Source: an optimization exercise on an open RTL-to-GDS flow (aim: small area and a short achievable clock period). Production flows keep margins and buffers that such runs may drop.
Where RTL was checked, it was by simulation tests only, not by an equivalence proof against the original.
For run 5, only the layout was checked, not whether the RTL still works.
Power and IR drop assume default switching activity.

File: flow/design.v
`timescale 1ns / 1ps
module Cordic_Machine(clock_pulse, reset, x_input, y_input, z_input, x_output, y_output, z_output, flag);
	input clock_pulse;
	input reset;  
	input signed [24:0] x_input;
	input signed [24:0] y_input;
	input signed [24:0] z_input;
	output signed [24:0] x_output;
	output signed [24:0] y_output;
	output signed [24:0] z_output;
	output flag;
	reg signed [24:0] x, y, z;
	reg [4:0] k, kyn;
	wire [4:0] kx = k;
	wire [4:0] ky = ~kyn;
	reg load;  
	wire [31:0] kdec = 32'd1 << k;
	wire [24:0] atan;
	assign atan[0] = |(kdec & 32'h000a2ff0);
	assign atan[1] = |(kdec & 32'h00051794);
	assign atan[2] = |(kdec & 32'h00028bec);
	assign atan[3] = |(kdec & 32'h000145c4);
	assign atan[4] = |(kdec & 32'h0000a2e0);
	assign atan[5] = |(kdec & 32'h00005160);
	assign atan[6] = |(kdec & 32'h000028bc);
	assign atan[7] = |(kdec & 32'h00001454);
	assign atan[8] = |(kdec & 32'h00000a22);
	assign atan[9] = |(kdec & 32'h00000514);
	assign atan[10] = |(kdec & 32'h0000028c);
	assign atan[11] = |(kdec & 32'h00000146);
	assign atan[12] = |(kdec & 32'h000000a6);
	assign atan[13] = |(kdec & 32'h00000056);
	assign atan[14] = |(kdec & 32'h0000002c);
	assign atan[15] = |(kdec & 32'h00000012);
	assign atan[16] = |(kdec & 32'h00000008);
	assign atan[17] = |(kdec & 32'h00000004);
	assign atan[18] = |(kdec & 32'h00000002);
	assign atan[19] = |(kdec & 32'h00000001);
	assign atan[20] = 1'b0;
	assign atan[21] = 1'b0;
	assign atan[22] = 1'b0;
	assign atan[23] = 1'b0;
	assign atan[24] = 1'b0;
	reg cx, cy;    
	reg czn;       
	wire [24:0] xi = x ^ {25{cx}};
	wire [24:0] yi = y ^ {25{cy}};
	wire fx = cx ^ (x[24] & ~load);
	wire fy = cy ^ (y[24] & ~load);
	wire signed [25:0] xe = {fx, xi};
	wire signed [25:0] ye = {fy, yi};
	wire signed [25:0] xsh = xe >>> kx;
	wire signed [25:0] ysh = ye >>> ky;
	wire [24:0] xa = load ? x_input : x;
	wire [24:0] ya = load ? y_input : y;
	wire [24:0] za = load ? z_input : z;
	wire [24:0] xn, yn, zn;
	bk_add25 ax (.a(xa), .b(ysh[24:0]), .ci(cy), .s(xn));
	bk_add25 ay (.a(ya), .b(xsh[24:0]), .ci(cx), .s(yn));
	bk_add25 az (.a(za), .b(atan ^ {25{~czn}}), .ci(~czn), .s(zn));
	always @(posedge clock_pulse) begin
		if (reset) begin
			k <= 5'd31;
			kyn <= 5'd0;
			load <= 1'b1;
			cx <= 1'b0;
			cy <= 1'b0;
			czn <= 1'b1;
		end else begin
			cx <= zn[24] & (k != 5'd20);
			cy <= ~zn[24] & (k != 5'd20);
			czn <= zn[24] | (k == 5'd20);
			k <= (k == 5'd20) ? 5'd31 : k + 5'd1;
			kyn <= (kyn == 5'd11) ? 5'd0 : kyn - 5'd1;
			load <= (k == 5'd20);
		end
		x <= xn;
		y <= yn;
		z <= zn;
	end
	assign flag = (k == 5'd20);
	assign x_output = x;
	assign y_output = y;
	assign z_output = z;
endmodule
module bk_add25(a, b, ci, s);
	input [24:0] a, b;
	input ci;
	output [24:0] s;
	wire [25:0] g0 = {a & b, ci};
	wire [25:0] p0 = {a ^ b, 1'b0};
	wire g_0_1 = g0[1] | (p0[1] & g0[0]);
	wire p_0_1 = p0[1] & p0[0];
	wire g_0_3 = g0[3] | (p0[3] & g0[2]);
	wire p_0_3 = p0[3] & p0[2];
	wire g_0_5 = g0[5] | (p0[5] & g0[4]);
	wire p_0_5 = p0[5] & p0[4];
	wire g_0_7 = g0[7] | (p0[7] & g0[6]);
	wire p_0_7 = p0[7] & p0[6];
	wire g_0_9 = g0[9] | (p0[9] & g0[8]);
	wire p_0_9 = p0[9] & p0[8];
	wire g_0_11 = g0[11] | (p0[11] & g0[10]);
	wire p_0_11 = p0[11] & p0[10];
	wire g_0_13 = g0[13] | (p0[13] & g0[12]);
	wire p_0_13 = p0[13] & p0[12];
	wire g_0_15 = g0[15] | (p0[15] & g0[14]);
	wire p_0_15 = p0[15] & p0[14];
	wire g_0_17 = g0[17] | (p0[17] & g0[16]);
	wire p_0_17 = p0[17] & p0[16];
	wire g_0_19 = g0[19] | (p0[19] & g0[18]);
	wire p_0_19 = p0[19] & p0[18];
	wire g_0_21 = g0[21] | (p0[21] & g0[20]);
	wire p_0_21 = p0[21] & p0[20];
	wire g_0_23 = g0[23] | (p0[23] & g0[22]);
	wire p_0_23 = p0[23] & p0[22];
	wire g_0_25 = g0[25] | (p0[25] & g0[24]);
	wire p_0_25 = p0[25] & p0[24];
	wire g_1_2 = g0[2] | (p0[2] & g_0_1);
	wire p_1_2 = p0[2] & p_0_1;
	wire g_1_3 = g_0_3 | (p_0_3 & g_0_1);
	wire p_1_3 = p_0_3 & p_0_1;
	wire g_1_6 = g0[6] | (p0[6] & g_0_5);
	wire p_1_6 = p0[6] & p_0_5;
	wire g_1_7 = g_0_7 | (p_0_7 & g_0_5);
	wire p_1_7 = p_0_7 & p_0_5;
	wire g_1_10 = g0[10] | (p0[10] & g_0_9);
	wire p_1_10 = p0[10] & p_0_9;
	wire g_1_11 = g_0_11 | (p_0_11 & g_0_9);
	wire p_1_11 = p_0_11 & p_0_9;
	wire g_1_14 = g0[14] | (p0[14] & g_0_13);
	wire p_1_14 = p0[14] & p_0_13;
	wire g_1_15 = g_0_15 | (p_0_15 & g_0_13);
	wire p_1_15 = p_0_15 & p_0_13;
	wire g_1_18 = g0[18] | (p0[18] & g_0_17);
	wire p_1_18 = p0[18] & p_0_17;
	wire g_1_19 = g_0_19 | (p_0_19 & g_0_17);
	wire p_1_19 = p_0_19 & p_0_17;
	wire g_1_22 = g0[22] | (p0[22] & g_0_21);
	wire p_1_22 = p0[22] & p_0_21;
	wire g_1_23 = g_0_23 | (p_0_23 & g_0_21);
	wire p_1_23 = p_0_23 & p_0_21;
	wire g_2_4 = g0[4] | (p0[4] & g_1_3);
	wire p_2_4 = p0[4] & p_1_3;
	wire g_2_5 = g_0_5 | (p_0_5 & g_1_3);
	wire p_2_5 = p_0_5 & p_1_3;
	wire g_2_6 = g_1_6 | (p_1_6 & g_1_3);
	wire p_2_6 = p_1_6 & p_1_3;
	wire g_2_7 = g_1_7 | (p_1_7 & g_1_3);
	wire p_2_7 = p_1_7 & p_1_3;
	wire g_2_12 = g0[12] | (p0[12] & g_1_11);
	wire p_2_12 = p0[12] & p_1_11;
	wire g_2_13 = g_0_13 | (p_0_13 & g_1_11);
	wire p_2_13 = p_0_13 & p_1_11;
	wire g_2_14 = g_1_14 | (p_1_14 & g_1_11);
	wire p_2_14 = p_1_14 & p_1_11;
	wire g_2_15 = g_1_15 | (p_1_15 & g_1_11);
	wire p_2_15 = p_1_15 & p_1_11;
	wire g_2_20 = g0[20] | (p0[20] & g_1_19);
	wire p_2_20 = p0[20] & p_1_19;
	wire g_2_21 = g_0_21 | (p_0_21 & g_1_19);
	wire p_2_21 = p_0_21 & p_1_19;
	wire g_2_22 = g_1_22 | (p_1_22 & g_1_19);
	wire p_2_22 = p_1_22 & p_1_19;
	wire g_2_23 = g_1_23 | (p_1_23 & g_1_19);
	wire p_2_23 = p_1_23 & p_1_19;
	wire g_3_8 = g0[8] | (p0[8] & g_2_7);
	wire p_3_8 = p0[8] & p_2_7;
	wire g_3_9 = g_0_9 | (p_0_9 & g_2_7);
	wire p_3_9 = p_0_9 & p_2_7;
	wire g_3_10 = g_1_10 | (p_1_10 & g_2_7);
	wire p_3_10 = p_1_10 & p_2_7;
	wire g_3_11 = g_1_11 | (p_1_11 & g_2_7);
	wire p_3_11 = p_1_11 & p_2_7;
	wire g_3_12 = g_2_12 | (p_2_12 & g_2_7);
	wire p_3_12 = p_2_12 & p_2_7;
	wire g_3_13 = g_2_13 | (p_2_13 & g_2_7);
	wire p_3_13 = p_2_13 & p_2_7;
	wire g_3_14 = g_2_14 | (p_2_14 & g_2_7);
	wire p_3_14 = p_2_14 & p_2_7;
	wire g_3_15 = g_2_15 | (p_2_15 & g_2_7);
	wire p_3_15 = p_2_15 & p_2_7;
	wire g_3_24 = g0[24] | (p0[24] & g_2_23);
	wire p_3_24 = p0[24] & p_2_23;
	wire g_3_25 = g_0_25 | (p_0_25 & g_2_23);
	wire p_3_25 = p_0_25 & p_2_23;
	wire g_4_16 = g0[16] | (p0[16] & g_3_15);
	wire p_4_16 = p0[16] & p_3_15;
	wire g_4_17 = g_0_17 | (p_0_17 & g_3_15);
	wire p_4_17 = p_0_17 & p_3_15;
	wire g_4_18 = g_1_18 | (p_1_18 & g_3_15);
	wire p_4_18 = p_1_18 & p_3_15;
	wire g_4_19 = g_1_19 | (p_1_19 & g_3_15);
	wire p_4_19 = p_1_19 & p_3_15;
	wire g_4_20 = g_2_20 | (p_2_20 & g_3_15);
	wire p_4_20 = p_2_20 & p_3_15;
	wire g_4_21 = g_2_21 | (p_2_21 & g_3_15);
	wire p_4_21 = p_2_21 & p_3_15;
	wire g_4_22 = g_2_22 | (p_2_22 & g_3_15);
	wire p_4_22 = p_2_22 & p_3_15;
	wire g_4_23 = g_2_23 | (p_2_23 & g_3_15);
	wire p_4_23 = p_2_23 & p_3_15;
	wire g_4_24 = g_3_24 | (p_3_24 & g_3_15);
	wire p_4_24 = p_3_24 & p_3_15;
	wire g_4_25 = g_3_25 | (p_3_25 & g_3_15);
	wire p_4_25 = p_3_25 & p_3_15;
	assign s = p0[25:1] ^ {g_4_24, g_4_23, g_4_22, g_4_21, g_4_20, g_4_19, g_4_18, g_4_17, g_4_16, g_3_15, g_3_14, g_3_13, g_3_12, g_3_11, g_3_10, g_3_9, g_3_8, g_2_7, g_2_6, g_2_5, g_2_4, g_1_3, g_1_2, g_0_1, g0[0]};
endmodule
File: flow/flow/run.sh
#!/bin/bash
# Standard layout, with the port buffers made of the smallest buffer cell.
export BUFFER_PORTS_ARGS="-buffer_cell sky130_fd_sc_hd__buf_1"
export CTS_ARGS="-sink_clustering_enable -repair_clock_nets -buf_list {sky130_fd_sc_hd__clkbuf_4 sky130_fd_sc_hd__clkbuf_8} -dont_use_dummy_load"
bash standard.sh > standard.log 2>&1
File: flow/standard.sh
#!/bin/bash
# synth_recipe.tcl (not shown) runs the flow's synth.tcl, then flattens the netlist and writes it again
# the make line also repeats each setting of config.mk as NAME=value (left out here)
make -C /OpenROAD-flow-scripts/flow DESIGN_CONFIG=/design/flow/config.mk WORK_HOME=/design/flow/orfs CLKGATE_MAP_FILE= SYNTH_SCRIPT=/design/flow/synth_recipe.tcl "${@:-finish}"
File: flow/config.mk
export PLATFORM = sky130hd
export DESIGN_NAME = Cordic_Machine
export DESIGN_NICKNAME = Cordic_Machine
export VERILOG_FILES = /design/flow/design.v
export SDC_FILE = /design/flow/constraint.sdc
export NUM_CORES = 4
export LEC_CHECK = 0
export CAP_MARGIN = 20
export CORE_MARGIN = 2
export CORE_UTILIZATION = 45
export SETUP_SLACK_MARGIN = 1.8
export SLEW_MARGIN = 20
File: flow/constraint.sdc
create_clock -name core_clock -period 6.0 [get_ports {clock_pulse}]
set_input_delay 1.2000 -clock core_clock [delete_from_list [all_inputs] [get_ports {clock_pulse}]]
set_output_delay 1.2000 -clock core_clock [all_outputs]
set_load 0.01 [all_outputs]
==> metrics.md, run 1 <==
| Metric | Value |
|---|---|
| Hold Vio Cnt, Final | 0 |
| Comb pwr share | between 70% and 80% |
| Global-route wire length before repair | 41000 um |
| Main flop type after synthesis | dfxtp_1 |
| WL per Instance | 17.4 um |
| Die area | 22500 um2 |
| Synth Area in Simple Gates | 13.1% |
| Yosys warns | 1 |
| Worst skew pair latency | 0.40 ns |
| Final setup fails | 0 |
| Synth cell types | 62 |
| Nets | about 1400 |
| DR DRC count | 0 |
| Diode count | 0 |
| Die Ht | 150 um |
| Cell Int Power | 3.63 mW |
| Post-Syn Nets | 1291 |
| Number of CTS-inserted buffers | 9 |
| Clk pwr share | 4.7% |
| Tot Pwr | 7.41 mW |
| Hold buffer count at cts | 0 |
| Compound-Gate Fraction of Synth Area | 16.2% |
| Worst vdd ir | 281 uV |
| Max Slew Vio Count | 0 |
| Remaining antenna violation count | 0 |
| Worst Skew | roughly 0.035 ns |
| Leak | 4.50 nW |
| Vias in the first global route | ~8000 |
| Number of enable flip-flop cells after synthesis | 0 |
| Final instance area | 10800 um2 |
| Post-layout util | a little over 50% |
| Core region area | about 21000 um2 |
| Seq/Total Area, Yosys | about a fifth |
| Routed wire length | 26600 um |
| Overflow after GRT | 0 |
| Final setup margin | between 1.5 and 2 ns |
| Via density | 5.55 |
| Worst slack at placement | 1.44 ns |
| PwrDens | between 600 and 700 nW/um2 |
| Starting Density | 45.7% |
| Max-cap violations | 0 |
| Synth Area per Inst | 8.52 um2 |
| GRT Total Usage | 23.2% |
| Mux contribution to synthesized area | approximately a fifth |
| Worst Setup Start Kind | register |
| RSZ-0062 raised after global routing | true |
| Total number of vias | 8502 |
| Drt pass-1 iters | 5 |
| Critical Path RT | between 6 and 7 ns |
| Final critical-path required period | about 4.0 ns |
| Largest net degree at the start of global routing | 47 |
| Setup TNS | 0 ns |
| Root Buffer | clkbuf_8 |
| P_sw | 3.77 mW |
| Layout cell share with drive strength beyond 1 | 14.1% |
| Filler instances | 2103 |
| # placed instances | 1496 |
| Adder-cell share of the synthesized area | 12.8% |
| Clock transition at the registers of the reported paths | 0.09 ns |
| Achievable frequency | 0.248 GHz |
| Gate Count Post-Synth | roughly 1100 |
| Area post-placement | 10300 um2 |
| Hpwl dp | between 20000 and 25000 um |
| Reg2Reg Setup Slack | 1.96 ns |
| Crit. End Element | register |
| Critical path class | reg -> reg |
| Largest family of logic cells by synthesized area | multiplexers |
| Net Sw Frac | 50.9% |
| Final hold slack | just over 0.6 ns |
| Relative slew slack | 44.4% |
| CTS tree | done |
| Non-Filler Instances | 1533 |
| Post-Synth XOR/XNOR Area | 13.5% |
| Async S/R FF share, synth | 0% |
| Global placement routability congestion | 0.928 |
| Synthesized area | 9580 um2 |
| Clock net sink count | slightly below 90 |
| Drt initial violations | 548 |
| Seq cells post-synth | 89 |
| Area Growth Syn to Fin | 12.9% |
| Seq pwr share | a little under a fifth |
| Status | no timing/DRC/antenna violations |
| H-Tree Level Count | 3 |
| Worst EP arrival | between 4 and 5 ns |
| Bufs on Longest Clock Path | 2 |
| I/O pin count | about 150 |
| Crit-path max FO | 9 |
| Port bufs | 152 |
| Worst-Margin Slew | 0.831 ns |
| Die Wd | 150 um |
| Min-delay worst type | reg -> reg |
| Initial antenna violation count | 0 |
| Rows | 53 |
| Period utilization | between 60% and 70% |
## flip-flops by register name, summed over array words and instances (netlist names)
register	cells
k	5
y	25
cx	1
cy	1
czn	1
load	1
x	25
z	25
kyn	5
## layer usage
metal | vias to the layer above | GRT usage (%) | part of all wire [%]
li1 | 4257 | - | -
met1 | 3962 | 31.7 | 46
met2 | 245 | 38.6 | 47
met3 | 38 | 3.20 | 4.9
met4 | 0 | 6.13 | 1.9
met5 | - | 0 | 0
## power groups by stage
stage,sequential [mW],combinational [mW],clock (mW)
6_report,1.41,5.64,0.348
3_3_place_gp,1.44,5.42,0
4_1_cts,1.42,5.48,0.358
5_1_grt,1.45,6.31,0.380
3_5_place_dp,1.44,5.45,0
2_1_floorplan,1.33,4.26,0
## worst paths after layout
kind / cells after the start / to / from
worst max-delay path: 15 / x[24] / kyn[0]
worst min register to register: 2 / z[0] / z[0]
worst min-delay path: 2 / z[0] / z[0]
worst max register to register: 15 / x[24] / kyn[0]
## cell usage in the layout (no fill, tap or decap), types with 34 or more instances in the layout
master,synthesis,final
buf_1,10,152
nand2_1,109,109
xnor2_1,100,99
a21oi_1,97,91
dfxtp_1,89,84
nor2_1,79,79
ha_1,77,75
mux2_2,71,71
mux2i_1,71,70
o21ai_0,53,50
xor2_1,48,46
inv_1,40,38
buf_4,0,34
## critical path, stage by stage (launching register included)
cell	delay [ns]
dfxtp_4	0.45
buf_6	0.18
mux2i_1	0.22
xor2_1	0.25
inv_1	0.07
mux4_2	0.51
mux4_2	0.54
ha_1	0.24
nor4_1	0.29
o21ai_0	0.17
nand3_1	0.13
a21oi_2	0.08
o21a_1	0.23
a41o_1	0.27
a21oi_1	0.18
xnor2_1	0.13
## cell usage after synthesis, types with 23 or more instances
cell / instances / share of area [%]
a21o_1: 23 / 1.8
a21oi_1: 97 / 5.1
clkbuf_1: 41 / 1.6
dfxtp_1: 89 / 19
ha_1: 77 / 10
inv_1: 40 / 1.6
mux2_2: 71 / 8.3
mux2i_1: 71 / 7.4
nand2_1: 109 / 4.3
nor2_1: 79 / 3.1
o21ai_0: 53 / 2.8
xnor2_1: 100 / 9.1
xor2_1: 48 / 4.4
## repair_timing
item / 4_1_cts / 5_1_grt
endpoints found under the hold margin: 0 / 0
pin swaps: 0 / 2
gates resized for setup: 5 / 31
setup endpoints to repair: 34 / 44
setup buffers: 1 / 27
## area by class of cell
type | count | area, um2 | share of cell area, %
well taps | 275 | 344 | 3.18
inverters | 42 | 168 | 1.55
clock buffers | 9 | 124 | 1.15
flip-flops and latches | 89 | 1800 | 16.7
repair buffers | 194 | 946 | 8.75
multi-input cells | 924 | 7430 | 68.7
## kinds of logic after synthesis
group,count (synthesis)
AOI/OAI and AO/OA,253
and+or+nand+nor,268
muxes,165
DFF,89
adders and majority gates,90
buffers and inverters,111
xor gates and xnor gates,148
==> run 2, diff against run 1 <==
--- a/flow/config.mk
+++ b/flow/config.mk
@@ -9,3 +9,3 @@
 export CORE_MARGIN = 2
-export CORE_UTILIZATION = 45
+export CORE_UTILIZATION = 50
 export SETUP_SLACK_MARGIN = 1.8
==> metrics.md, run 2 <==
| Metric | Value |
|---|---|
| Status | no timing/DRC/antenna violations |
| Final instance area | 10700 um2 |
| Max-cap violations | 0 |
| Final critical-path required period | 3.98 ns |
| Vias in the first global route | approximately 7500 |
| Top cell type by total area after synthesis | dfxtp_1 |
| Hold Vio Cnt, Final | 0 |
| Leak | 4.49 nW |
| Min-delay worst type | reg -> reg |
| Die Ht | 142 um |
| Largest net degree at the start of global routing | 48 |
| Worst r2r dst | y[24] |
| HP Start | kyn[4] |
| Main area contributors after synthesis | dfxtp_1 (19%), ha_1 (10%), xnor2_1 (9.1%), mux2_2 (8.3%), mux2i_1 (7.4%) |
| Remaining antenna violation count | 0 |
| Gate Count Post-Synth | 1124 |
| Cells on worst reg2reg path | 14 |
| Slowest stage cell, crit path | mux4_2 |
| Seq pwr share | 19.4% |
| Area Growth Syn to Fin | 11.9% |
| Post-synth top cells | nand2_1 (109), xnor2_1 (100), a21oi_1 (97) |
| Diode count | 0 |
| Hpwl dp | 20200 um |
| Dominant cell by count in the synthesized netlist | nand2_1 |
| Rows | 50 |
| Tot Pwr | 7.42 mW |
| Storage cell area | 1810 um2 |
| Clk pwr share | under 10% |
| Achievable frequency | 0.251 GHz |
| WL per Instance | 17.7 um |
| GRT Total Usage | approximately 25% |
| Routed wire length | 26300 um |
| Synthesized area | about 9600 um2 |
| Worst vdd ir | 330 uV |
| Die Wd | 142 um |
| Multi-input gate area | 7440 um2 |
| Overflow after GRT | 0 |
| Main flop type after synthesis | dfxtp_1 |
| Critical path class | reg -> reg |
| H-Tree Level Count | 3 |
| Post-synth top area share | approximately a fifth |
| Most frequent cells in the layout | buf_1 (152), nand2_1 (109), a21oi_1 (96), xnor2_1 (96), dfxtp_1 (82) |
| Starting Density | 51.0% |
| Global-route wire length before repair | 40100 um |
| Worst Setup Start Kind | register |
| Post-Syn Nets | 1291 |
| Crit-path max FO | 11 |
| Synth cell types | 62 |
| Hold EP | kyn[4] |
| Net Sw Frac | 51.1% |
| Critical Path Most Common Cell | a21oi_1 |
| Root Buffer | clkbuf_8 |
| PwrDens | a little under 700 nW/um2 |
| Die area | 20300 um2 |
| Period utilization | 66.3% |
| Bufs on Longest Clock Path | 2 |
| Reg2reg start | k[0] |
| Area post-placement | 10300 um2 |
| DR DRC count | 0 |
| Max Slew Vio Count | 0 |
| Via density | 5.68 |
| Drt initial violations | 551 |
| CTS tree | done |
| Reg2Reg Setup Slack | 2.02 ns |
| Worst Skew | approximately 0.034 ns |
| Biggest registers after layout | x: 25 flops, y: 25 flops, z: 25 flops |
| I/O pin count | 153 |
| Port bufs | 152 |
| Hold buffer count at cts | 0 |
| Crit. End Element | register |
| Core region area | 18800 um2 |
| Nets | between 1000 and 1500 |
| Filler instances | 1820 |
| Post-layout util | 57.1% |
| Worst EP arrival | 4.28 ns |
| Commonest non-fill, non-tap cell in the layout | buf_1 |
| Relative slew slack | 52.2% |
| Drt pass-1 iters | 5 |
| Total number of vias | 8446 |
| Clock net sink count | 89 |
| Final setup fails | 0 |
| Global placement routability congestion | roughly 0.88 |
| Seq/Total Area, Yosys | 18.6% |
| Number of CTS-inserted buffers | 9 |
| Comb pwr share | roughly 76% |
| Initial antenna violation count | 0 |
| Number of enable flip-flop cells after synthesis | 0 |
| Worst skew pair latency | 0.39 ns |
| RSZ-0062 raised after global routing | true |
| Setup TNS | 0 ns |
| Yosys warns | 1 |
| Worst-Margin Slew | 0.715 ns |
| Async S/R FF share, synth | 0% |
| Clock transition at the registers of the reported paths | 0.09 ns |
| Layout cell share with drive strength beyond 1 | 13.8% |
| CP Cell Sequence | buf_8 -> mux4_2 -> xnor2_2 -> mux2i_1 -> mux4_2 -> ha_1 -> a21oi_1 -> o21ai_0 -> a31oi_1 -> a21oi_1 -> o21a_1 -> a41o_1 -> a21oi_1 -> xnor2_1 |
| Synth Area per Inst | 8.52 um2 |
| Cell Int Power | 3.62 mW |
| Crit path largest cell delay | 0.56 ns |
| P_sw | 3.79 mW |
| Seq cells post-synth | 89 |
| Critical Path RT | 6.30 ns |
| Worst hold path depth | 2 |
run 2: changes by cell type in the layout (fill, tap and decap cells not counted), moves of 2 or more:
cell	change
buf_8	+2
buf_12	-2
dfxtp_1	-2
dfxtp_4	+2
xnor2_2	+3
a21oi_1	+5
buf_4	-5
a21oi_2	-5
xnor2_1	-3
run 2: routing by layer:
| metal | routed length [um] | vias up | track usage [%] |
|---|---|---|---|
| met2 | 12200 | 222 | 40.7 |
| met3 | 1040 | 40 | 2.66 |
| li1 | - | 4264 | - |
| met5 | 0 | - | 0 |
| met4 | 688 | 0 | 7.50 |
| met1 | 12400 | 3920 | 35.6 |
run 2: worst max-delay path, delay by kind of cell, from the launching register on:
| kind | cells | cell delay (ns) |
|---|---|---|
| multiplexers | 3 | 1.19 |
| AO/OA/AOI/OAI | 7 | 1.41 |
| XOR/XNOR | 2 | 0.32 |
| adder cells (fa/ha/maj) | 1 | 0.36 |
| buffers and inverters | 1 | 0.18 |
| flip-flops | 1 | 0.44 |
run 2: how the worst max path moves through the flow:
stage	start	end	slack (ns)	cells past startpoint
3_3_place_gp	k[0]	y[7]	1.41	16
4_1_cts	kyn[0]	x[7]	1.75	17
2_1_floorplan	k[0]	z[18]	2.17	18
6_report	k[0]	y[24]	2.02	14
3_5_place_dp	kyn[0]	x[7]	1.39	17
5_1_grt	kyn[0]	x[7]	1.76	17
run 2: cells by family after synthesis:
group | after synthesis | synth area share (%)
buffers and inverters | 111 | 4.65
XOR/XNOR | 148 | 13.5
AND/OR/NAND/NOR | 268 | 13.1
flip-flops | 89 | 18.6
AO/OA/AOI/OAI | 253 | 16.2
adder cells (fa/ha/maj) | 90 | 12.8
multiplexers | 165 | 21.1
run 2: timing repair:
action,4_1_cts,5_1_grt
pin swaps,0,3
gates resized for setup,10,28
cloned,0,0
endpoints found under the setup margin,35,33
setup buffers,1,21
run 2: layout make-up:
| class | count | area share [%] |
|---|---|---|
| sequential | 89 | 16.9 |
| multi-input combinational | 924 | 69.5 |
| inverter | 42 | 1.52 |
| tap | 234 | 2.73 |
| clock buffer | 9 | 1.16 |
| timing repair buffer | 188 | 8.28 |
run 2: power by group through the flow:
stage | combinational, mW | clock (mW) | sequential [mW]
after detailed placement | 5.47 | 0 | 1.45
final | 5.64 | 0.341 | 1.44
after global placement | 5.45 | 0 | 1.45
after CTS | 5.52 | 0.356 | 1.44
after global routing | 6.29 | 0.375 | 1.48
after floorplan | 4.26 | 0 | 1.33
run 2: stage by stage:
stage	hold WS [ns]	setup slack, ns	cells
finish	0.592	2.02	1486
global route	0.615	1.76	1486
global placement	0.555	1.41	1455
detailed placement	0.563	1.39	1455
floorplan	0.519	2.17	1124
CTS	0.585	1.75	1465
==> run 3, diff against run 2 <==
--- a/flow/config.mk
+++ b/flow/config.mk
@@ -10,3 +10,3 @@
 export CORE_UTILIZATION = 50
-export SETUP_SLACK_MARGIN = 1.8
+export SETUP_SLACK_MARGIN = 1.9
 export SLEW_MARGIN = 20
==> metrics.md, run 3 <==
| Metric | Value |
|---|---|
| Status | no timing/DRC/antenna violations |
| Remaining antenna violation count | 0 |
| Main area contributors after synthesis | dfxtp_1 (19%), ha_1 (10%), xnor2_1 (9.1%), mux2_2 (8.3%), mux2i_1 (7.4%) |
| Max-cap violations | 0 |
| Worst Skew | 0.0380 ns |
| Achievable frequency | 0.253 GHz |
| # placed instances | 1455 |
| Worst Setup Start Kind | register |
| Global-route wire length before repair | approximately 40000 um |
| Bufs on Longest Clock Path | 2 |
| Worst vdd ir | 334 uV |
| Critical path class | reg -> reg |
| Most frequent cells in the layout | buf_1 (152), nand2_1 (109), xnor2_1 (96), a21oi_1 (92), dfxtp_1 (82) |
| Critical Path RT | 6.30 ns |
| Post-layout util | just under 60% |
| Routed metal-1 wirelength | between 10000 and 15000 um |
| Synth Area per Inst | between 8 and 9 um2 |
| Initial antenna violation count | 0 |
| Top cell type by total area after synthesis | dfxtp_1 |
| I/O pin count | 153 |
| Slowest stage cell, crit path | mux4_2 |
| CTS tree | done |
| Vias in the first global route | 7489 |
| Via density | 5.72 |
| Buffers & Inverters on Critical Path | 1 |
| GRT Total Usage | 25.3% |
| Die Wd | between 100 and 150 um |
| Die Ht | 142 um |
| Hpwl dp | 20200 um |
| Total number of vias | 8503 |
| Port bufs | 152 |
| Drt pass-1 iters | 5 |
| Crit. End Element | register |
| Clock net sink count | 89 |
| Die area | 20300 um2 |
| Hold Vio Cnt, Final | 0 |
| Crit-path max FO | 11 |
| Async S/R FF share, synth | 0% |
| Worst skew pair latency | 0.39 ns |
| Final setup fails | 0 |
| Starting Density | 51.0% |
| Post-Syn Nets | about 1300 |
| Min-delay worst type | reg -> reg |
| Main flop type after synthesis | dfxtp_1 |
| Max Slew Vio Count | 0 |
| Final instance area | 10800 um2 |
| Yosys warns | 1 |
| Diode count | 0 |
| Largest net degree at the start of global routing | 48 |
| Area Growth Syn to Fin | 13.0% |
| CP Cell Sequence | buf_8 -> mux4_2 -> xnor2_2 -> mux2i_1 -> mux4_2 -> ha_1 -> a21oi_2 -> o21ai_0 -> a31oi_1 -> a21oi_1 -> o21a_1 -> a41o_1 -> a21oi_1 -> xnor2_1 |
| Non-Filler Instances | 1487 |
| Routed wire length | about 26000 um |
| Worst-Margin Slew | 0.709 ns |
| Leak | ~4.5 nW |
| Clock transition at the registers of the reported paths | around 0.09 ns |
| Hold buffer count at cts | 0 |
| Top sig layer | met4 |
| Post-synth top cells | nand2_1 (109), xnor2_1 (100), a21oi_1 (97) |
| Core region area | around 19000 um2 |
| Nets | approximately 1400 |
| Area post-placement | 10300 um2 |
| Rows | 50 |
| Synthesized area | ~9600 um2 |
| Commonest non-fill, non-tap cell in the layout | buf_1 |
| Period utilization | 65.9% |
| Gate Count Post-Synth | around 1100 |
| H-Tree Level Count | 3 |
| DR DRC count | 0 |
| Post-synth top area share | roughly a fifth |
| WL per Instance | 17.8 um |
| Drt initial violations | 538 |
| Routed wl met3 | 1230 um |
| Crit path largest cell delay | approximately 0.56 ns |
| Relative slew slack | 52.6% |
| RSZ-0062 raised after global routing | true |
| Number of CTS-inserted buffers | 9 |
| Worst EP arrival | 4.26 ns |
| Final critical-path required period | 3.96 ns |
| Seq/Total Area, Yosys | 18.6% |
| CP top delay family | compound AO/OA/AOI/OAI gates |
| PwrDens | 695 nW/um2 |
| Overflow after GRT | 0 |
| Seq cells post-synth | 89 |
| Tot Pwr | 7.53 mW |
| Synth cell types | 62 |
| Layout cell share with drive strength beyond 1 | 15.2% |
| Dominant cell by count in the synthesized netlist | nand2_1 |
| Met2 WL | 12300 um |
| Biggest registers after layout | x: 25 flops, y: 25 flops, z: 25 flops |
| Global placement routability congestion | slightly below 0.9 |
| Number of enable flip-flop cells after synthesis | 0 |
| Setup TNS | 0 ns |
| Root Buffer | clkbuf_8 |
-- run 3: area by class of cell --
type	instances	area (um2)
clock buffer	9	124
multi-input combinational	924	7540
inverter	42	168
sequential	89	1810
fill	1807	7950
tap	234	293
timing repair buffer	189	895
-- run 3: worst paths after layout --
path               start  endpoint  slack (ns)  cells past startpoint
setup / recovery    k[0]     y[24]        2.04                     14
hold / removal    kyn[4]    kyn[4]        0.59                      2
setup reg to reg    k[0]     y[24]        2.04                     14
hold reg to reg   kyn[4]    kyn[4]        0.59                      2
-- run 3: kinds of logic after synthesis --
logic type | after synthesis | synth area share, %
XOR/XNOR | 148 | 13.5
AND/OR/NAND/NOR | 268 | 13.1
multiplexers | 165 | 21.1
flip-flops | 89 | 18.6
adder cells (fa/ha/maj) | 90 | 12.8
AO/OA/AOI/OAI | 253 | 16.2
buffers and inverters | 111 | 4.65
-- run 3: timing repair --
item | 4_1_cts | 5_1_grt
buffers inserted | 6 | 17
setup endpoints to repair | 43 | 36
resized for setup | 15 | 49
pin swaps | 1 | 4
-- run 3: worst min-delay path, delay by kind of cell (launching register included) --
kind	cells	cell delay (ns)
simple gates	1	0.08
xor+xnor	1	0.09
flops	1	0.39
-- run 3: per-stage QoR --
step | setup slack (ns) | hold WS (ns)
floorplan | 2.17 | 0.519
global placement | 1.41 | 0.555
detailed placement | 1.39 | 0.563
CTS | 1.90 | 0.585
global route | 1.83 | 0.615
finish | 2.04 | 0.591
-- run 3: per-layer routing --
| layer | vias to the layer above | GRT usage (%) |
|---|---|---|
| met4 | 0 | 7.50 |
| met2 | 244 | 40.9 |
| met1 | 3947 | 35.6 |
| met3 | 42 | 2.96 |
| li1 | 4270 | - |
| met5 | - | 0 |
-- run 3: power by group --
group	switching, mW	internal, mW	total, mW
clock network	0.206	0.135	0.341
logic	3.17	2.57	5.75
registers	0.459	0.979	1.44
==> run 4, diff against run 3 <==
--- a/flow/config.mk
+++ b/flow/config.mk
@@ -9,4 +9,4 @@
 export CORE_MARGIN = 2
-export CORE_UTILIZATION = 50
-export SETUP_SLACK_MARGIN = 1.9
+export CORE_UTILIZATION = 55
+export SETUP_SLACK_MARGIN = 2.0
 export SLEW_MARGIN = 20
==> metrics.md, run 4 <==
| Metric | Value |
|---|---|
| Core region area | ~17000 um2 |
| Layout cell share with drive strength beyond 1 | 17.1% |
| Root Buffer | clkbuf_8 |
| Die area | 18500 um2 |
| Total number of vias | ~8600 |
| GRT Total Usage | 28.1% |
| Cell Int Power | about 3.8 mW |
| Synth cell types | 62 |
| Final critical-path required period | 3.84 ns |
| Seq pwr share | 19.4% |
| Worst Skew | around 0.029 ns |
| Most frequent cells in the layout | buf_1 (152), nand2_1 (109), xnor2_1 (92), a21oi_1 (85), dfxtp_1 (83) |
| Worst skew pair latency | 0.39 ns |
| Max-cap violations | 0 |
| DR DRC count | 0 |
| Drt pass-1 iters | 6 |
| Diode count | 0 |
| Dominant cell by count in the synthesized netlist | nand2_1 |
| Commonest non-fill, non-tap cell in the layout | buf_1 |
| Period utilization | 64.1% |
| Tot Pwr | 7.70 mW |
| Comb pwr share | roughly 76% |
| Cells on worst reg2reg path | 14 |
| Initial antenna violation count | 0 |
| Number of CTS-inserted buffers | 9 |
| Overflow after GRT | 0 |
| Vias in the first global route | 7552 |
| Rows | 48 |
| Worst EP arrival | slightly above 4 ns |
| Area Growth Syn to Fin | 15.2% |
| Final setup fails | 0 |
| P_sw | ~3.9 mW |
| Main flop type after synthesis | dfxtp_1 |
| Post-synth top cells | nand2_1 (109), xnor2_1 (100), a21oi_1 (97) |
| Worst vdd ir | roughly 390 uV |
| Hold buffer count at cts | 0 |
| Hpwl dp | 20100 um |
| CTS tree | done |
| Seq/Total Area, Yosys | around a fifth |
| Crit. End Element | register |
| Synthesized area | 9580 um2 |
| Port bufs | 152 |
| Main area contributors after synthesis | dfxtp_1 (19%), ha_1 (10%), xnor2_1 (9.1%), mux2_2 (8.3%), mux2i_1 (7.4%) |
| Critical path class | reg -> reg |
| Crit-path max FO | 9 |
| I/O pin count | 153 |
| Net Sw Frac | 51.0% |
| Post-Syn Nets | 1291 |
| Max Slew Vio Count | 0 |
| Critical Path RT | 6.30 ns |
| Status | no timing/DRC/antenna violations |
| Biggest registers after layout | x: 25 flops, y: 25 flops, z: 25 flops |
| Clock transition at the registers of the reported paths | roughly 0.08 ns |
| Worst Setup Start Kind | register |
| Remaining antenna violation count | 0 |
| Relative slew slack | 25.0% |
| Async S/R FF share, synth | 0% |
| Clock net sink count | 89 |
| Seq cells post-synth | 89 |
| Global placement routability congestion | around 0.92 |
| H-Tree Level Count | 3 |
| PwrDens | roughly 700 nW/um2 |
| RSZ-0062 raised after global routing | true |
| Starting Density | 55.7% |
| Routed wire length | roughly 27000 um |
| Nets | 1420 |
| Die Wd | 136 um |
| Worst-Margin Slew | 1.12 ns |
| Top cell type by total area after synthesis | dfxtp_1 |
| Global-route wire length before repair | 40300 um |
| Worst hold path depth | 2 |
| Gate Count Post-Synth | about 1100 |
| Post-synth top area share | 18.6% |
| Clk pwr share | 4.6% |
| Via density | 5.82 |
| Leak | 4.52 nW |
| Min-delay worst type | reg -> reg |
| Number of enable flip-flop cells after synthesis | 0 |
| Synth Area per Inst | approximately 8.5 um2 |
| Yosys warns | 1 |
| Die Ht | 136 um |
| WL per Instance | 18.1 um |
| Drt initial violations | 540 |
| Largest net degree at the start of global routing | between 40 and 50 |
| Achievable frequency | ~0.26 GHz |
| Hold Vio Cnt, Final | 0 |
| Setup TNS | 0 ns |
| Bufs on Longest Clock Path | 2 |
## run 4: cell counts after synthesis
Identical to the previous run, type by type.
## run 4: path summary, 6_finish.rpt
path / from / endpoint / slack (ns)
hold reg to reg: z[0] / z[0] / 0.61
setup reg to reg: kyn[0] / x[24] / 2.16
hold / removal: z[0] / z[0] / 0.61
setup / recovery: kyn[0] / x[24] / 2.16
## run 4: area by class of cell
cell class                 count  area [um2]
sequential                    89        1800
clock buffer                   9         124
timing repair buffer         186         952
multi-input combinational    924        7690
fill                        1580        6150
inverter                      42         171
tap                          225         282
timing repair inverter         1        5.00
## run 4: power by group through the flow
stage               clock network [mW]  registers [mW]  logic, mW
finish                           0.351            1.49       5.86
global route                     0.375            1.52       6.50
CTS                              0.362            1.47       5.49
detailed placement                   0            1.48       5.40
global placement                     0            1.47       5.35
floorplan                            0            1.33       4.26
## run 4: cell families (layout without fill, tap and decap cells)
logic type	after synthesis	count (layout)	share of synthesized area (%)
and+or+nand+nor	268	268	13.1
AOI/OAI and AO/OA	253	253	16.2
muxes	165	165	21.1
xor gates and xnor gates	148	148	13.5
buffers and inverters	111	238	4.65
adders and majority gates	90	90	12.8
DFF	89	89	18.6
## run 4: repair_timing
action                     4_1_cts  5_1_grt
setup buffers                    8       14
pin swaps                        2        9
resized for setup               19       79
cloned                           2        1
setup endpoints to repair       46       35
## run 4: metrics by stage
stage                     area, um2  utilization, %  instances  hold WS, ns  worst slack (ns)
final                         11000            64.2       1476        0.615              2.16
after global routing          11000            64.2       1476        0.666              1.95
after CTS                     10500            61.3       1461        0.627              2.02
after detailed placement      10200            59.5       1442        0.612              1.47
after global placement        10200            59.5       1442        0.607              1.57
after floorplan                9580               -       1124        0.519              2.17
## run 4: layer usage
| layer | up-vias | GRT usage [%] | wire, um |
|---|---|---|---|
| met5 | - | 0 | 0 |
| met4 | 0 | 6.89 | 406 |
| met3 | 29 | 2.98 | 1620 |
| met2 | 283 | 42.4 | 11700 |
| met1 | 4024 | 42.8 | 12900 |
| li1 | 4260 | - | - |
## run 4: critical path: stages (launching register included)
cell and delay [ns]:
dfxtp_4 0.38, buf_12 0.15, mux4_2 0.52, xnor2_1 0.20, mux2i_1 0.14, mux4_2 0.58, ha_4 0.29, a21oi_2 0.15
o21ai_0 0.12, a31oi_1 0.29, a21oi_2 0.12, o21a_1 0.24, a41o_1 0.30, a21oi_2 0.16, xnor2_1 0.12
==> run 5, diff against run 4 <==
--- a/flow/design.v
+++ b/flow/design.v
@@ -12,4 +12,3 @@
 	reg signed [24:0] x, y, z;
-	reg [4:0] k, kyn;
-	wire [4:0] kx = k;
+	reg [4:0] k, kx, kyn;
 	wire [4:0] ky = ~kyn;
@@ -63,2 +62,3 @@
 			k <= 5'd31;
+			kx <= 5'd31;
 			kyn <= 5'd0;
@@ -73,2 +73,3 @@
 			k <= (k == 5'd20) ? 5'd31 : k + 5'd1;
+			kx <= (kx == 5'd20) ? 5'd31 : kx + 5'd1;
 			kyn <= (kyn == 5'd11) ? 5'd0 : kyn - 5'd1;
--- a/flow/config.mk
+++ b/flow/config.mk
@@ -10,3 +10,3 @@
 export CORE_UTILIZATION = 55
-export SETUP_SLACK_MARGIN = 2.0
+export SETUP_SLACK_MARGIN = 1.8
 export SLEW_MARGIN = 20
==> metrics.md, run 5 <==
| Metric | Value |
|---|---|
| Status | no timing/DRC/antenna violations |
| Async S/R FF share, synth | 0% |
| Crit path largest cell delay | 0.40 ns |
| Hpwl dp | 21800 um |
| Area post-placement | 10600 um2 |
| Yosys warns | 1 |
| CTS tree | done |
| Worst Skew | 0.0405 ns |
| Global placement routability congestion | 0.915 |
| Commonest non-fill, non-tap cell in the layout | buf_1 |
| Layout cell share with drive strength beyond 1 | between 10% and 20% |
| DR DRC count | 0 |
| Crit-path max FO | 11 |
| Die Wd | 139 um |
| Starting Density | approximately 56% |
| Total number of vias | 9128 |
| Final instance area | 11500 um2 |
| GRT Total Usage | roughly 29% |
| Post-Syn Nets | approximately 1400 |
| Non-Filler Instances | 1568 |
| Die area | 19200 um2 |
| Critical Path Most Common Cell | a21oi_1 |
| Critical path class | reg -> reg |
| Setup TNS | 0 ns |
| Top cell type by total area after synthesis | dfxtp_1 |
| Diode count | 0 |
| Nets | 1510 |
| Overflow after GRT | 0 |
| Bufs on Longest Clock Path | 2 |
| Slowest stage cell, crit path | a221o_1 |
| Final setup fails | 0 |
| Min-delay worst type | reg -> reg |
| Number of CTS-inserted buffers | 9 |
| Seq cells post-synth | 94 |
| WL per Instance | 18.3 um |
| Die Ht | approximately 140 um |
| Drt pass-1 iters | 5 |
| Max-cap violations | 0 |
| Largest net degree at the start of global routing | 51 |
| Relative slew slack | roughly 43% |
| Buffers & Inverters on Critical Path | 3 |
| PwrDens | 709 nW/um2 |
| Dominant cell by count in the synthesized netlist | nand2_1 |
| Most frequent cells in the layout | buf_1 (152), nand2_1 (103), nor2_1 (100), xnor2_1 (94), a21oi_1 (91) |
| Global-route wire length before repair | 44100 um |
| Worst skew pair latency | 0.40 ns |
| Root Buffer | clkbuf_8 |
| Gate Count Post-Synth | 1204 |
| Main flop type after synthesis | dfxtp_1 |
| Crit. End Element | register |
| Remaining antenna violation count | 0 |
| Max Slew Vio Count | 0 |
| Worst vdd ir | around 420 uV |
| Synthesized area | 9960 um2 |
| Seq/Total Area, Yosys | between 10% and 20% |
| # placed instances | ~1500 |
| Post-synth top cells | nand2_1 (103), a21oi_1 (102), xnor2_1 (102) |
| Worst Setup Start Kind | register |
| Routed wire length | 28700 um |
| Synth Area per Inst | 8.27 um2 |
| Core region area | 17800 um2 |
| Rows | 49 |
| H-Tree Level Count | 3 |
| Port bufs | 152 |
| Via density | ~5.8 |
| Hold Vio Cnt, Final | 0 |
| Main area contributors after synthesis | dfxtp_1 (19%), ha_1 (9.9%), xnor2_1 (9.0%), mux2_2 (8.1%), mux2i_1 (6.5%) |
| Drt initial violations | 669 |
| Synth cell types | 76 |
| RSZ-0062 raised after global routing | true |
| Clock transition at the registers of the reported paths | 0.10 ns |
| Post-synth top area share | 18.9% |
| Final critical-path required period | ~4 ns |
| Clock net sink count | 94 |
| Worst EP arrival | about 4.4 ns |
| Area Growth Syn to Fin | 15.6% |
| Leak | 4.78 nW |
| Critical Path RT | roughly 6.3 ns |
| Period utilization | between 60% and 70% |
| Biggest registers after layout | x: 25 flops, y: 25 flops, z: 25 flops |
| Worst-Margin Slew | about 0.84 ns |
| Initial antenna violation count | 0 |
| Achievable frequency | 0.243 GHz |
| I/O pin count | 153 |
| Number of enable flip-flop cells after synthesis | 0 |
| CP top delay family | compound AO/OA/AOI/OAI gates |
| CP Cell Sequence | buf_4 -> buf_6 -> clkbuf_16 -> mux2i_1 -> xnor2_1 -> nand2_1 -> a21oi_1 -> a21oi_1 -> nor2_1 -> a21oi_1 -> o21ai_1 -> ha_1 -> a21o_1 -> a31o_2 -> a221o_1 -> a211oi_2 -> o31ai_4 -> o41ai_2 -> xnor2_1 |
| Vias in the first global route | 8290 |
==> run 5: cell types whose count changed after synthesis, moves of 7 or more <==
cell | previous run | this run
and3_1 | 3 | 10
o21a_1 | 4 | 19
a31oi_1 | 16 | 5
o21ai_0 | 53 | 73
nor2_1 | 79 | 100
nor3_1 | 9 | 17
==> run 5: final timing paths <==
path / start / cells after the start / endpoint / slack [ns]
hold / removal: k[0] / 1 / k[0] / 0.45
setup reg to reg: kx[0] / 19 / y[24] / 1.89
hold reg to reg: k[0] / 1 / k[0] / 0.45
setup / recovery: kx[0] / 19 / y[24] / 1.89
==> run 5: area by class of cell <==
cell class	count	area, um2
tap	229	287
timing repair buffer	200	1060
multi-input combinational	990	7950
fill	1631	6330
inverter	46	180
clock buffer	9	124
sequential	94	1910
==> run 5: kinds of logic (layout without fill, tap and decap cells) <==
| logic type | count (synthesis) | count (layout) | synth area share [%] |
|---|---|---|---|
| AO/OA/AOI/OAI | 306 | 306 | 19.5 |
| AND/OR/NAND/NOR | 294 | 294 | 13.2 |
| multiplexers | 153 | 153 | 18.3 |
| XOR/XNOR | 145 | 145 | 12.8 |
| buffers and inverters | 120 | 255 | 4.80 |
| flip-flops | 94 | 94 | 18.9 |
| adder cells (fa/ha/maj) | 92 | 92 | 12.5 |
==> run 5: stage by stage <==
stage                     utilization, %  hold slack (ns)  power, mW  setup slack, ns
final                               64.5            0.455       8.16             1.89
after global routing                64.5            0.476       8.89             1.76
after CTS                           61.4            0.452       7.70             1.80
after detailed placement            59.6            0.430       7.17             1.45
after global placement              59.6            0.425       7.16             1.52
after floorplan                        -            0.403       5.79             1.83
==> run 5: where the power goes <==
| group | internal [mW] | switching, mW | total (mW) | leakage (nW) |
|---|---|---|---|---|
| combinational | 2.81 | 3.46 | 6.27 | 3.92 |
| sequential | 1.02 | 0.505 | 1.52 | 0.794 |
| clock | 0.135 | 0.224 | 0.359 | 0.0647 |
==> run 5: timing repair <==
| action | in CTS | in global routing |
|---|---|---|
| gates resized for setup | 22 | 77 |
| setup endpoints to repair | 21 | 22 |
| hold buffers | 0 | 0 |
| endpoints found under the hold margin | 0 | 0 |
| pin swaps | 4 | 27 |
| gates cloned | 0 | 3 |
| setup buffers | 13 | 18 |
==> run 5: layer usage <==
layer  wire length, um  vias up  part of all wire, %  global-route usage [%]
met5                 0        -                    0                       0
met4               515        0                  1.8                    7.20
met3              1490       37                  5.2                    3.04
met2             14000      291                   49                    49.9
met1             12700     4259                   44                    38.6
li1                  -     4541                    -                       -
==> run 6, diff against run 5 <==
--- a/flow/design.v
+++ b/flow/design.v
@@ -12,3 +12,4 @@
 	reg signed [24:0] x, y, z;
-	reg [4:0] k, kx, kyn;
+	reg [4:0] k, kyn;
+	wire [4:0] kx = k;
 	wire [4:0] ky = ~kyn;
@@ -62,3 +63,2 @@
 			k <= 5'd31;
-			kx <= 5'd31;
 			kyn <= 5'd0;
@@ -73,3 +73,2 @@
 			k <= (k == 5'd20) ? 5'd31 : k + 5'd1;
-			kx <= (kx == 5'd20) ? 5'd31 : kx + 5'd1;
 			kyn <= (kyn == 5'd11) ? 5'd0 : kyn - 5'd1;
==> flow/flow/run.sh (replaced) <==
#!/bin/bash
# Standard layout, with the port buffers made of the smallest buffer cell.
export BUFFER_PORTS_ARGS="-buffer_cell sky130_fd_sc_hd__buf_1"
export CTS_ARGS="-sink_clustering_enable -sink_clustering_size 30 -sink_clustering_max_diameter 150 -repair_clock_nets -buf_list {sky130_fd_sc_hd__clkbuf_8 sky130_fd_sc_hd__clkbuf_16} -dont_use_dummy_load"
bash standard.sh > standard.log 2>&1
--- a/flow/config.mk
+++ b/flow/config.mk
@@ -9,3 +9,3 @@
 export CORE_MARGIN = 2
-export CORE_UTILIZATION = 55
+export CORE_UTILIZATION = 60
 export SETUP_SLACK_MARGIN = 1.8
==> metrics.md, run 6 <==
| Metric | Value |
|---|---|
| Synth Area per Inst | 8.52 um2 |
| Bufs on Longest Clock Path | 2 |
| Core region area | 15700 um2 |
| Status | no timing/DRC/antenna violations |
| Most frequent cells in the layout | buf_1 (152), nand2_1 (109), xnor2_1 (100), a21oi_1 (95), dfxtp_1 (82) |
| Area Growth Syn to Fin | 11.7% |
| Remaining antenna violation count | 0 |
| Overflow after GRT | 0 |
| I/O pin count | about 150 |
| Number of enable flip-flop cells after synthesis | 0 |
| Setup TNS | 0 ns |
| Adder-cell share of the synthesized area | 12.8% |
| Nets | 1411 |
| Die Wd | approximately 130 um |
| Drt initial violations | 635 |
| Worst Skew | 0.0275 ns |
| Post-synth top area share | 18.6% |
| Largest family of logic cells by synthesized area | multiplexers |
| Yosys warns | 1 |
| Compound-Gate Fraction of Synth Area | about 16% |
| Gate Count Post-Synth | 1124 |
| Leak | 4.49 nW |
| # placed instances | 1436 |
| WL per Instance | 17.4 um |
| Dominant cell by count in the synthesized netlist | nand2_1 |
| Commonest non-fill, non-tap cell in the layout | buf_1 |
| Non-Filler Instances | 1458 |
| Global-route wire length before repair | 38400 um |
| Largest net degree at the start of global routing | 47 |
| Biggest registers after layout | x: 25 flops, y: 25 flops, z: 25 flops |
| Worst Setup Start Kind | register |
| Worst-Margin Slew | 0.797 ns |
| Number of CTS-inserted buffers | 9 |
| Vias in the first global route | roughly 7300 |
| Top cell type by total area after synthesis | dfxtp_1 |
| Main area contributors after synthesis | dfxtp_1 (19%), ha_1 (10%), xnor2_1 (9.1%), mux2_2 (8.3%), mux2i_1 (7.4%) |
| Crit. End Element | register |
| Global placement routability congestion | 0.933 |
| Hpwl dp | 19400 um |
| Mux contribution to synthesized area | 21.1% |
| Main flop type after synthesis | dfxtp_1 |
| Clock net sink count | 89 |
| Worst skew pair latency | 0.36 ns |
| Initial antenna violation count | 0 |
| Worst vdd ir | 405 uV |
| Post-Syn Nets | approximately 1300 |
| H-Tree Level Count | 3 |
| PwrDens | between 700 and 800 nW/um2 |
| Achievable frequency | 0.247 GHz |
| Die area | roughly 17000 um2 |
| Port bufs | 152 |
| Relative slew slack | roughly 47% |
| RSZ-0062 raised after global routing | true |
| Synth cell types | between 60 and 70 |
| CTS tree | done |
| Critical path class | reg -> reg |
| Period utilization | 67.6% |
| Root Buffer | clkbuf_16 |
| Rows | between 40 and 50 |
| Seq/Total Area, Yosys | 18.6% |
| Seq cells post-synth | 89 |
| GRT Total Usage | 29.1% |
| Drt pass-1 iters | 5 |
| Final critical-path required period | between 4 and 5 ns |
| Hold Vio Cnt, Final | 0 |
| Critical Path RT | just over 6 ns |
| Max Slew Vio Count | 0 |
| DR DRC count | 0 |
| Post-synth top cells | nand2_1 (109), xnor2_1 (100), a21oi_1 (97) |
| Die Ht | 130 um |
| Layout cell share with drive strength beyond 1 | approximately an eighth |
| Starting Density | between 60 and 70% |
| Max-cap violations | 0 |
| Crit-path max FO | 9 |
| Final setup fails | 0 |
| Async S/R FF share, synth | 0% |
| Synthesized area | 9580 um2 |
| Post-Synth XOR/XNOR Area | a little over an eighth |
| Via density | 5.76 |
| Total number of vias | about 8400 |
| Min-delay worst type | reg -> reg |
| Worst EP arrival | 4.27 ns |
| Clock transition at the registers of the reported paths | 0.06 ns |
| Diode count | 0 |
| Synth Area in Simple Gates | 13.1% |
| Routed wire length | ~25000 um |
-- run 6: cell types whose count changed after synthesis, moves of 6 or more --
cell     before  now
nor3_1       17    9
and3_1       10    3
nand2_1     103  109
a31oi_1       5   16
mux2i_1      65   71
o21a_1       19    4
xor2_1       42   48
mux4_2       16   22
o21ai_0      73   53
nor2_1      100   79
-- run 6: repair_timing --
item / in CTS / in global routing
gates resized for setup: 6 / 15
gates cloned: 0 / 0
endpoints found under the setup margin: 39 / 37
setup buffers: 1 / 12
hold buffers: 0 / 0
-- run 6: stage by stage --
step	power [mW]	setup slack [ns]	hold slack [ns]	area, um2	util, %
after floorplan	5.59	2.17	0.519	9580	-
after global placement	6.81	1.38	0.529	10200	65.1
after detailed placement	6.85	1.29	0.534	10200	65.1
after CTS	7.40	1.79	0.555	10500	66.7
after global routing	8.23	1.72	0.597	10700	68.1
final	7.52	1.95	0.551	10700	68.1
-- run 6: cells by family after synthesis --
group	count (synthesis)
simple gates	268
compound gates	253
mux	165
xor+xnor	148
buf+inv	111
fa+ha+maj	90
flops	89
-- run 6: final timing paths --
check,from,to,slack [ns],cells after the start
setup / recovery,kyn[0],x[24],1.95,15
hold / removal,kyn[4],kyn[4],0.55,2
setup reg to reg,kyn[0],x[24],1.95,15
hold reg to reg,kyn[4],kyn[4],0.55,2
-- run 6: layer usage --
layer / part of all wire, % / GRT usage, %
met4: 1.3 / 6.76
met3: 4.9 / 2.83
met2: 45 / 45.8
met1: 49 / 43.2
met5: 0 / 0
-- run 6: cell type report --
class,instances,area (um2)
well taps,216,270
clock buffers,9,225
inverters,42,159
flip-flops and latches,89,1810
fillers,1405,5010
multi-input cells,924,7390
repair buffers,178,852
-- run 6: where the power goes --
| part | total (mW) | leakage (nW) | switching, mW | internal [mW] |
|---|---|---|---|---|
| registers | 1.44 | 0.752 | 0.460 | 0.980 |
| logic | 5.58 | 3.62 | 3.10 | 2.48 |
| clock network | 0.498 | 0.111 | 0.233 | 0.265 |
-- run 6: critical path, cell delays in order (launching register included) --
cell	delay [ns]
dfxtp_4	0.41
buf_4	0.21
mux2i_1	0.25
xor2_1	0.22
inv_1	0.07
mux4_2	0.48
mux4_2	0.57
ha_1	0.31
o21ai_0	0.10
o21ai_0	0.22
nand3_1	0.14
a21oi_1	0.26
o21a_1	0.23
a41o_1	0.23
a21oi_1	0.09
xnor2_1	0.12
==> run 7, diff against run 6 <==
--- a/flow/design.v
+++ b/flow/design.v
@@ -43,4 +43,4 @@
 	assign atan[24] = 1'b0;
-	reg cx, cy;    
-	reg czn;       
+	wire neg = z[24];
+	reg cx, cy;                    
 	wire [24:0] xi = x ^ {25{cx}};
@@ -59,3 +59,3 @@
 	bk_add25 ay (.a(ya), .b(xsh[24:0]), .ci(cx), .s(yn));
-	bk_add25 az (.a(za), .b(atan ^ {25{~czn}}), .ci(~czn), .s(zn));
+	bk_add25 az (.a(za), .b(atan ^ {25{~neg}}), .ci(~neg), .s(zn));
 	always @(posedge clock_pulse) begin
@@ -67,3 +67,2 @@
 			cy <= 1'b0;
-			czn <= 1'b1;
 		end else begin
@@ -71,3 +70,2 @@
 			cy <= ~zn[24] & (k != 5'd20);
-			czn <= zn[24] | (k == 5'd20);
 			k <= (k == 5'd20) ? 5'd31 : k + 5'd1;
==> flow/flow/run.sh (replaced) <==
#!/bin/bash
# Standard layout, with the port buffers made of the smallest buffer cell.
export BUFFER_PORTS_ARGS="-buffer_cell sky130_fd_sc_hd__buf_1"
export CTS_ARGS="-sink_clustering_enable -repair_clock_nets -buf_list {sky130_fd_sc_hd__clkbuf_4 sky130_fd_sc_hd__clkbuf_8} -dont_use_dummy_load"
bash standard.sh > standard.log 2>&1
--- a/flow/config.mk
+++ b/flow/config.mk
@@ -10,3 +10,3 @@
 export CORE_UTILIZATION = 60
-export SETUP_SLACK_MARGIN = 1.8
+export SETUP_SLACK_MARGIN = 1.9
 export SLEW_MARGIN = 20
==> metrics.md, run 7 <==
| Metric | Value |
|---|---|
| Nets | 1427 |
| Worst vdd ir | 403 uV |
| P_sw | approximately 3.9 mW |
| Die Ht | 130 um |
| Port bufs | ~150 |
| Largest net degree at the start of global routing | 52 |
| Worst skew pair latency | between 0.3 and 0.4 ns |
| Bufs on Longest Clock Path | 2 |
| Clk pwr share | under 10% |
| Status | no timing/DRC/antenna violations |
| PwrDens | 709 nW/um2 |
| I/O pin count | between 150 and 200 |
| CTS tree | done |
| Synth Area per Inst | 8.42 um2 |
| Achievable frequency | 0.258 GHz |
| Reg2reg start | kyn[0] |
| Number of enable flip-flop cells after synthesis | 0 |
| Cell Int Power | 3.75 mW |
| Synthesized area | between 9000 and 10000 um2 |
| Net Sw Frac | 51.1% |
| Rows | 46 |
| H-Tree Level Count | 3 |
| Drt pass-1 iters | 5 |
| Die Wd | 130 um |
| Via density | between 5 and 6 |
| Most frequent cells in the layout | buf_1 (152), nand2_1 (114), xnor2_1 (100), a21oi_1 (92), dfxtp_1 (82) |
| Main flop type after synthesis | dfxtp_1 |
| Seq cells post-synth | ~90 |
| Multi-input gate area | 7620 um2 |
| Worst Skew | approximately 0.020 ns |
| Clock net sink count | around 90 |
| Core region area | approximately 16000 um2 |
| Hold Vio Cnt, Final | 0 |
| Reg2Reg Setup Slack | ~2.1 ns |
| Remaining antenna violation count | 0 |
| Worst Setup Start Kind | register |
| Max-cap violations | 0 |
| Starting Density | 60.9% |
| Post-synth top cells | nand2_1 (114), xnor2_1 (107), a21oi_1 (98) |
| Commonest non-fill, non-tap cell in the layout | buf_1 |
| Die area | 17000 um2 |
| Critical path class | reg -> reg |
| Leak | 4.52 nW |
| Critical Path RT | 6.31 ns |
| Global placement routability congestion | 0.937 |
| Root Buffer | clkbuf_8 |
| Final setup fails | 0 |
| RSZ-0062 raised after global routing | true |
| Worst Setup EP | x[24] |
| Area Growth Syn to Fin | 13.1% |
| Biggest registers after layout | x: 25 flops, y: 25 flops, z: 25 flops |
| Vias in the first global route | 7672 |
| Final instance area | 10800 um2 |
| Area post-placement | 10200 um2 |
| Diode count | 0 |
| GRT Total Usage | 29.8% |
| Overflow after GRT | 0 |
| DR DRC count | 0 |
| Seq pwr share | 19.0% |
| WL per Instance | 17.6 um |
| Routed wire length | 25900 um |
| Final setup margin | between 2 and 2.5 ns |
| Crit. End Element | register |
| Number of CTS-inserted buffers | 9 |
| Total number of vias | between 8000 and 9000 |
| Seq/Total Area, Yosys | 18.4% |
| Comb pwr share | 76.4% |
| Crit-path max FO | 9 |
| CP Launch Point | kyn[0] |
| Yosys warns | 1 |
| Post-synth top area share | 18.4% |
| Final critical-path required period | 3.87 ns |
| Storage cell area | 1780 um2 |
| Global-route wire length before repair | 39500 um |
| Period utilization | 64.5% |
| Synth cell types | 63 |
| Post-Syn Nets | ~1300 |
| Filler instances | 1398 |
| Worst slack at placement | 1.53 ns |
| Setup TNS | 0 ns |
| Worst EP arrival | roughly 4.2 ns |
| Min-delay worst type | reg -> reg |
| Gate Count Post-Synth | ~1100 |
| Hpwl dp | 19800 um |
| Layout cell share with drive strength beyond 1 | between 15 and 20% |
| Worst r2r dst | x[24] |
| Worst-Margin Slew | about 0.69 ns |
| Worst hold path depth | 2 |
| Top cell type by total area after synthesis | dfxtp_1 |
| Clock transition at the registers of the reported paths | 0.09 ns |
| Initial antenna violation count | 0 |
| Relative slew slack | 53.7% |
| Max Slew Vio Count | 0 |
| Drt initial violations | 473 |
| Main area contributors after synthesis | dfxtp_1 (18%), ha_1 (10%), xnor2_1 (9.8%), mux2_2 (8.4%), mux2i_1 (6.8%) |
| Hold buffer count at cts | 0 |
| Dominant cell by count in the synthesized netlist | nand2_1 |
| Async S/R FF share, synth | 0% |
| Cells on worst reg2reg path | 15 |
-- run 7: changes by cell type after synthesis, moves of 4 or more --
cell	previous run	this run
a31oi_1	16	10
buf_2	17	8
mux2i_1	71	65
nor3_1	9	13
a21o_1	23	27
buf_1	10	20
and3_1	3	10
nand2_1	109	114
xor2_1	48	42
nor2b_1	15	11
xnor2_1	100	107
a211oi_1	18	23
-- run 7: worst min path at each step --
stage / start / endpoint / slack (ns)
2_1_floorplan: cy / x[0] / 0.52
3_3_place_gp: kyn[4] / kyn[4] / 0.53
3_5_place_dp: kyn[4] / kyn[4] / 0.53
4_1_cts: kyn[4] / kyn[4] / 0.55
5_1_grt: kyn[4] / kyn[4] / 0.60
6_report: kyn[4] / kyn[4] / 0.55
-- run 7: cell families after synthesis --
family | after synthesis | share of synthesized area [%]
buffers and inverters | 112 | 4.54
AO/OA/AOI/OAI | 264 | 17.7
AND/OR/NAND/NOR | 278 | 13.0
flip-flops | 88 | 18.4
XOR/XNOR | 149 | 13.6
adder cells (fa/ha/maj) | 90 | 12.8
multiplexers | 156 | 19.9
-- run 7: timing repair --
item / 4_1_cts / 5_1_grt
buffers inserted: 1 / 15
gates cloned: 0 / 2
resized for setup: 11 / 54
pin swaps: 2 / 4
endpoints found under the setup margin: 39 / 36
-- run 7: stage by stage --
step	hold slack, ns	util, %	power [mW]	instances
after detailed placement	0.532	65.1	6.97	1447
after CTS	0.555	66.2	7.38	1457
after global routing	0.599	68.9	8.40	1474
final	0.545	68.9	7.67	1474
after global placement	0.525	65.1	6.91	1447
after floorplan	0.519	-	5.67	1137
-- run 7: critical path: stages, from the launching register on --
cell       delay (ns)
dfxtp_4          0.40
buf_12           0.15
mux2i_2          0.25
xor2_1           0.23
inv_1            0.06
mux4_2           0.49
mux4_2           0.54
ha_1             0.24
nor4_1           0.26
o21ai_1          0.15
nand3_2          0.11
a21oi_2          0.08
o2111ai_2        0.22
nand2_1          0.11
o41ai_2          0.34
xnor2_1          0.15
-- run 7: power groups by stage --
stage,clock network [mW],logic (mW),registers [mW]
CTS,0.359,5.59,1.42
finish,0.353,5.86,1.46
global placement,0,5.48,1.44
floorplan,0,4.35,1.32
global route,0.382,6.51,1.51
detailed placement,0,5.53,1.44
-- run 7: per-layer routing --
layer | vias up | share of wire (%) | wire length (um) | track usage, %
li1 | 4284 | - | - | -
met1 | 4048 | 46 | 12000 | 41.2
met2 | 220 | 47 | 12300 | 49.6
met3 | 31 | 4.4 | 1140 | 3.77
met4 | 0 | 1.8 | 458 | 7.53
met5 | - | 0 | 0 | 0
-- run 7: cell type report --
class,count,area share [%]
clock buffers,9,1.14
inverters,43,1.55
well taps,216,2.50
repair buffers,181,7.94
flip-flops and latches,88,16.5
multi-input cells,937,70.4

==> separate check: timing with driven ports <==
Ports are ideal in the flow. The routed layouts listed here were re-timed in OpenROAD. Step 1: set_driving_cell puts a clkbuf_16 on clock_pulse and a buf_2 on each other input, an assumption about the parent block. Step 2 moves the port delays by t, midway between the first and last clock arrival at a register: inputs arrive t later, outputs are due t later. That takes back most of the time a late clock gives input paths. Slacks: no drivers / after step 1 / after step 2; pairs: no drivers / after step 1.
run	t, ns	setup slack, ns	worst data-port slew with drivers (ns)
run 1	0.423	1.961 / 1.961 / 1.961	0.04
run 2	0.416	2.023 / 2.023 / 2.023	0.04
run 3	0.415	2.044 / 2.044 / 2.044	0.04
run 4	0.414	2.156 / 2.156 / 2.156	0.04
run 5	0.423	1.888 / 1.888 / 1.888	0.05
run 6	0.394	1.945 / 1.945 / 1.945	0.03
run 7	0.418	2.128 / 2.128 / 2.128	0.04
After both steps every run listed still meets setup and hold.
